Context: an optimization exercise on an open-source flow, tuned for small area, a short achievable clock period and few clock cycles. The choices shown serve that exercise and are no tape-out recipe. The RTL of this run was laid out without a check of its function. Power figures rest on the tool's default switching activity, not on a simulated workload.

## flow/run.sh

```bash
#!/bin/bash
# synth_recipe.tcl (not shown) runs the flow's synth.tcl, then flattens the netlist and writes it again
# the make line also repeats each setting of config.mk as NAME=value (left out here)
make -C /OpenROAD-flow-scripts/flow DESIGN_CONFIG=/design/flow/config.mk WORK_HOME=/design/flow/orfs CLKGATE_MAP_FILE= SYNTH_SCRIPT=/design/flow/synth_recipe.tcl finish
```

## flow/config.mk

```make
export PLATFORM = sky130hd
export DESIGN_NAME = poly2mono
export DESIGN_NICKNAME = poly2mono
export VERILOG_FILES = /design/flow/design.v
export SDC_FILE = /design/flow/constraint.sdc
export NUM_CORES = 4
export LEC_CHECK = 0
export CAP_MARGIN = 20
export CORE_MARGIN = 2
export CORE_UTILIZATION = 40
export SETUP_SLACK_MARGIN = 3.5
export SLEW_MARGIN = 20
export TNS_END_PERCENT = 5
```

## flow/constraint.sdc

```tcl
create_clock -name core_clock -period 6.0 [get_ports {clk}]
set_input_delay 1.2000 -clock core_clock [delete_from_list [all_inputs] [get_ports {clk}]]
set_output_delay 1.2000 -clock core_clock [all_outputs]
set_load 0.01 [all_outputs]
```

## flow/design.v

```verilog
module poly2mono #(
  parameter MAX_VOICE = 16
)(
  input  logic       clk,
  input  logic       reset_n,
  output logic       ready,
  input  logic       valid_in,
  input  logic       note_on_in,
  input  logic [6:0] note_num_in,
  input  logic [6:0] velocity_in,
  output logic       note_on_out,
  output logic [6:0] note_num_out,
  output logic [6:0] velocity_out
);
  localparam N = 16;
  logic [6:0] e_note [0:N-1];
  logic [6:0] e_vel  [0:N-1];
  logic [4:0] cnt;
  logic         s_push;
  logic [N-1:0] s_dn, s_ld;
  logic [6:0]   p_note, p_vel;
  assign ready = 1'b1;
  logic [N-1:0] hold_n, hold_v;
  logic [6:0] nx_note [0:N-1];
  logic [6:0] nx_vel  [0:N-1];
  logic [4:0] cnt_nx;
  always_comb begin
    for (int i = 0; i < N; i++) begin
      hold_n[i] = ~s_push & ~((i < N-1) & s_dn[i]);
      hold_v[i] = hold_n[i] & ~s_ld[i];
    end
    nx_note[0] = ({7{s_push}} & p_note) | ({7{s_dn[0]}} & e_note[1]) | ({7{hold_n[0]}} & e_note[0]);
    nx_vel[0]  = ({7{s_push | s_ld[0]}} & p_vel) | ({7{s_dn[0]}} & e_vel[1]) | ({7{hold_v[0]}} & e_vel[0]);
    for (int i = 1; i < N-1; i++) begin
      nx_note[i] = ({7{s_push}} & e_note[i-1]) | ({7{s_dn[i]}} & e_note[i+1]) | ({7{hold_n[i]}} & e_note[i]);
      nx_vel[i]  = ({7{s_push}} & e_vel[i-1]) | ({7{s_dn[i]}} & e_vel[i+1]) | ({7{s_ld[i]}} & p_vel)
                 | ({7{hold_v[i]}} & e_vel[i]);
    end
    nx_note[N-1] = ({7{s_push}} & e_note[N-2]) | ({7{hold_n[N-1]}} & e_note[N-1]);
    nx_vel[N-1]  = ({7{s_push}} & e_vel[N-2]) | ({7{s_ld[N-1]}} & p_vel) | ({7{hold_v[N-1]}} & e_vel[N-1]);
  end
  always_ff @(posedge clk) begin
    for (int i = 0; i < N; i++) begin
      e_note[i] <= nx_note[i];
      e_vel[i]  <= nx_vel[i];
    end
  end
  assign cnt_nx = s_push ? cnt + 5'd1 : s_dn[N-1] ? cnt - 5'd1 : cnt;
  always_ff @(posedge clk) begin
    if (~reset_n)
      cnt <= 5'd0;
    else
      cnt <= cnt_nx;
  end
  logic in_is_on, in_on, in_off;
  assign in_is_on = note_on_in & (|velocity_in);
  assign in_on    = reset_n & valid_in & in_is_on;
  assign in_off   = reset_n & valid_in & ~in_is_on;
  logic [N:0]   v;
  logic [N-1:0] m_nx, pre_nx;
  logic top_hit, one_nx;
  always_comb begin
    v[0] = note_num_in == p_note;
    for (int j = 0; j < N; j++)
      v[j+1] = (cnt > j) & (note_num_in == e_note[j]);
    for (int i = 0; i < N; i++)
      m_nx[i] = s_push ? v[i] : s_dn[i] ? ((i < N-1) ? v[i+2] : 1'b0) : v[i+1];
    pre_nx[0] = m_nx[0];
    for (int i = 1; i < N; i++)
      pre_nx[i] = pre_nx[i-1] | m_nx[i];
  end
  always_ff @(posedge clk) begin
    s_push <= in_on & ~pre_nx[N-1] & ~cnt_nx[4];
    s_dn   <= {N{in_off}} & pre_nx;
    s_ld   <= {N{in_on}} & m_nx;
    p_note <= note_num_in;
    p_vel  <= velocity_in;
  end
  assign top_hit = m_nx[0];
  assign one_nx  = cnt_nx == 5'd1;
  always_ff @(posedge clk) begin
    if (~reset_n) begin
      note_on_out  <= 1'b0;
      note_num_out <= 7'd0;
      velocity_out <= 7'd0;
    end else if (in_on) begin
      note_on_out <= 1'b1;
      if (~cnt_nx[4]) begin
        note_num_out <= note_num_in;
        velocity_out <= velocity_in;
      end
    end else if (in_off & top_hit) begin
      note_on_out  <= ~one_nx;
      note_num_out <= one_nx ? nx_note[0] : nx_note[1];
      velocity_out <= one_nx ? nx_vel[0]  : nx_vel[1];
    end
  end
endmodule
```

==> impl_metrics.tcl <==
set metrics [dict create \
    outcome "timing/DRC/antenna clean" \
    synth_fa_ha_area_share_pct 0.551 \
    vdd_ir_drop_max_mv 0.289 \
    worstSetupPathDepth 13 \
    routed_via_density 5.80 \
    hp-class "flip-flop to flip-flop" \
    crit_top_cell "sky130_fd_sc_hd__buf_6" \
    die_width_um 189 \
    dp_cells 1940 \
    final_hold_viol_count 0 \
    synthXorXnorAreaFrac_pct 7.95 \
    fillerInstances 3020 \
    route.detailed.drc 0 \
    io_buffers 32 \
    num_cts_buffers 31 \
    cts_buffer_depth 3 \
    fraction_of_registers_with_async_set_reset_pct 0 \
    numnets_final 1636 \
    dominant_combinational_cell_family_by_area_after_synthesis "compound AO/OA/AOI/OAI gates" \
    timing.critical_path.buf_inv 6 \
    grt_max_degree 147 \
    synth_enable_flop_cells 7 \
    globalRoute.totalOverflow 0 \
    dpl_cell_area_um2 14000 \
    seq_area_frac_synth_pct 43.2 \
    die_area_um2 35600 \
    mux_contribution_to_synthesized_area_pct 0.156 \
    synth_nets 1611 \
    area.growth.synth_to_final_pct 23.4 \
    syn-instance-count 1587 \
    fin_skew_ns 0.0180 \
    cts-hold-fix-buffers 0 \
    setup_viol 0 \
    area.sequential_um2 5910 \
    setup_total_negative_slack_ns 0 \
    route.final.wire_length_um 39000 \
    critical_path_arrival_ns 3.18 \
    groute.usage.overall_pct 20.9 \
    insertedDiodeCount 0 \
    core_um2 33500 \
    clock_transition_at_path_regs_ns 0.06 \
    mostFrequentLayoutCells "410 x sky130_fd_sc_hd__nand2_1, 280 x sky130_fd_sc_hd__dfxtp_1, 147 x sky130_fd_sc_hd__a22oi_1, 79 x sky130_fd_sc_hd__xnor2_1, 60 x sky130_fd_sc_hd__buf_4" \
    first_iter_violations 903 \
    syn-mean-instance-area_um2 8.59 \
    power-per-cell-area_nw_per_um2 460 \
    synthSimpleGateAreaFrac_pct 19.2 \
    slew_headroom_pct 27.2 \
    gpl.final_weighted_congestion 0.832 \
    drt_pre_antenna_iters 6 \
    antenna_left 0 \
    antenna_violations_before_repair 0 \
    grt_pass1_wl_um 62200 \
    rsz0062_at_grt "yes" \
    multi_input_comb_area_um2 7760 \
    power.clock.fraction_pct 25.7 \
    synthDistinctLibCells 81 \
    criticalPathCategory "primary input to flip-flop" \
    mostFrequentLayoutCell "sky130_fd_sc_hd__nand2_1" \
    drv.max_cap_violation_count 0 \
    fp-row-count 67 \
    synth.ff_latch_count 291 \
    final_period_minus_worst_setup_slack_ns 2.69 \
    cellLeakagePower_nw 6.50 \
    switching_power_w 0.00291 \
    path_max_fanout 6 \
    cts_root_buf "sky130_fd_sc_hd__clkbuf_16" \
    final_max_slew_viol_count 0 \
    cp_data_required_time_ns 6.50 \
    wire_per_inst_um 18.7 \
    synth_compound_gate_area_share_pct 23.4 \
    fmaxAchievable_mhz 372 \
    ys.flop_type "sky130_fd_sc_hd__dfxtp_1" \
    finalCritPeriodShare_pct 44.8 \
    min_path_cells 2 \
    worst_setup_path_startpoint "note_num_in[3]" \
    rr_startpoint "cnt[2]" \
    via_count 12085 \
    switching_share_of_power_pct 37.5 \
    post_synthesis_cell_area_um2 13600 \
    first_global_vias 11497 \
    die_span_in_y_um 189 \
    cts.sinks 291 \
    type_of_element_capturing_the_critical_path "flip-flop" \
    seq_power_share_pct 41.1 \
    final_cells 2083 \
    cp-start-kind "primary input" \
    floorplan.initialDensity_pct 40.7 \
    place.detailed.hpwl_um 24700 \
    min_from "e_vel[15][4]" \
    tightest_slew_ns 1.09 \
    cts-htree-levels 1 \
    stdcell_area_um2 16800 \
    layout-drive-gt1-share_pct 16.9 \
    clock_insertion_delay_worst_skew_ns 0.57 \
    synth.yosys.warnings 5 \
    worst_path_max_delay_cell "sky130_fd_sc_hd__nand4_1" \
    cp_top_family "buffers and inverters" \
    intPower_w 0.00484 \
    ff2ff_path_depth 9 \
    p_comb_share_pct 33.2 \
    boundaryPins 34 \
    slowest_delay_ns 0.29 \
    worstPathCellList "buf_6 > buf_12 > buf_6 > xnor2_2 > nand4_1 > buf_4 > o31ai_4 > o31ai_4 > nand3_2 > nor3_4 > buf_6 > buf_16 > a21oi_1" \
    tritoncts "done" \
]
## cell usage after synthesis, types with 7 or more instances
master                       n  share of area, %
sky130_fd_sc_hd__a221o_1    59               4.3
sky130_fd_sc_hd__dfxtp_1   284                42
sky130_fd_sc_hd__a32oi_1    35               2.2
sky130_fd_sc_hd__nor3_1      9              0.33
sky130_fd_sc_hd__a31oi_1    18              0.83
sky130_fd_sc_hd__nor2_1     51               1.4
sky130_fd_sc_hd__xnor2_1    94               6.0
sky130_fd_sc_hd__a22oi_1   147               8.1
sky130_fd_sc_hd__a21oi_1    11              0.40
sky130_fd_sc_hd__clkbuf_1  102               2.8
sky130_fd_sc_hd__nor3b_1     7              0.39
sky130_fd_sc_hd__nand4_1    18              0.83
sky130_fd_sc_hd__buf_4      14              0.77
sky130_fd_sc_hd__nand3_1    15              0.55
sky130_fd_sc_hd__o21ai_0    63               2.3
sky130_fd_sc_hd__buf_6       8              0.66
sky130_fd_sc_hd__nor4_1     17              0.78
sky130_fd_sc_hd__a311o_1     7              0.51
sky130_fd_sc_hd__nand2_1   413                11
sky130_fd_sc_hd__xor2_1     26               1.7
sky130_fd_sc_hd__inv_1      22              0.61
sky130_fd_sc_hd__nor4b_1    19               1.2
sky130_fd_sc_hd__buf_2      11              0.40
sky130_fd_sc_hd__a221oi_1   11              0.71
sky130_fd_sc_hd__o211ai_1   10              0.55
sky130_fd_sc_hd__edfxtp_1    7               1.5
sky130_fd_sc_hd__o31ai_1     9              0.50
## power groups by stage
stage	combinational [W]	sequential, W	clock [W]
final	0.00257	0.00318	0.00199
after floorplan	0.00171	0.00287	0
after global placement	0.00195	0.00319	0
after detailed placement	0.00198	0.00319	0
after global routing	0.00279	0.00326	0.00209
after CTS	0.00229	0.00315	0.00203
## state kept, by name, summed over array words and instances, names as in the netlist, named ones only
name,flops
s_dn,16
note_num_out,7
s_ld,16
e_vel,112
s_push,1
velocity_out,7
p_vel,7
p_note,7
note_on_out,1
e_note,105
cnt,5
## cells by family after synthesis
group / after synthesis
AOI/OAI and AO/OA: 413
xor gates and xnor gates: 122
adders and majority gates: 6
buffers and inverters: 162
DFF: 291
muxes: 2
other: 1
and+or+nand+nor: 590
## path summary, 6_finish.rpt
check	end	slack, ns
setup / recovery	s_dn[9]	3.31
hold / removal	e_vel[15][4]	0.45
setup reg to reg	s_dn[9]	3.41
hold reg to reg	e_vel[15][4]	0.45
## through the flow
stage,setup slack [ns],util [%],total power (W),hold WS (ns)
detailed placement,1.59,41.8,0.00518,0.439
global route,3.29,50.2,0.00815,0.464
global placement,1.57,41.8,0.00514,0.432
floorplan,3.07,-,0.00458,0.419
CTS,3.32,47.9,0.00747,0.448
finish,3.31,50.2,0.00774,0.446
## repair_timing
item,4_1_cts,5_1_grt
gates resized for setup,122,102
pin swaps,30,52
setup buffers,54,23
setup endpoints to repair,63,57
cloned,9,0
## final cells by class
cell class / instances / area share, %
well taps: 448 / 3.33
repair buffers: 129 / 8.53
clock inverters: 15 / 0.930
multi-input cells: 1136 / 46.1
flip-flops and latches: 291 / 35.1
clock buffers: 41 / 5.38
repair inverters: 1 / 0.0298
inverters: 22 / 0.513
## per-layer routing
layer  vias up  part of all wire (%)  global-route usage [%]
li1       5772                     -                       -
met1      5884                    47                    30.2
met2       357                    45                    33.2
met3        72                   5.2                    2.29
met4         0                   2.6                    5.53
met5         -                     0                       0
## worst reg2reg max path: cells and delay by family, from the launching register on
family,cells,cell delay (ns)
DFF,1,0.53
AOI/OAI and AO/OA,3,0.71
buffers and inverters,2,0.27
and+or+nand+nor,4,0.99

## what the ideal ports hide
The results above use ideal ports. As a check the final layout listed here was re-extracted and re-timed, cells and wires unchanged. Step 1 (the two cells are an assumption about what drives the block):
set clk [get_ports {clk}]
set_driving_cell -lib_cell sky130_fd_sc_hd__clkbuf_16 $clk
set_driving_cell -lib_cell sky130_fd_sc_hd__buf_2 [delete_from_list [all_inputs] $clk]
Step 2 times the ports against the registers' clock, not the clock port: input delays grow and output delays shrink by t, the midpoint of the rising clock arrivals with the driver on. Slacks: ideal ports / drivers / drivers and shift; pairs: ideal ports / drivers.
t, ns: 0.612
setup WS [ns]: 3.313 / 3.302 / 2.716
worst hold slack (ns): 0.446 / 0.446 / 0.446
worst setup path after step 2: input to register
After both steps this run still meets setup and hold. The setup slack of this run moves by -0.011 ns with the drivers and by -0.597 ns with both steps.
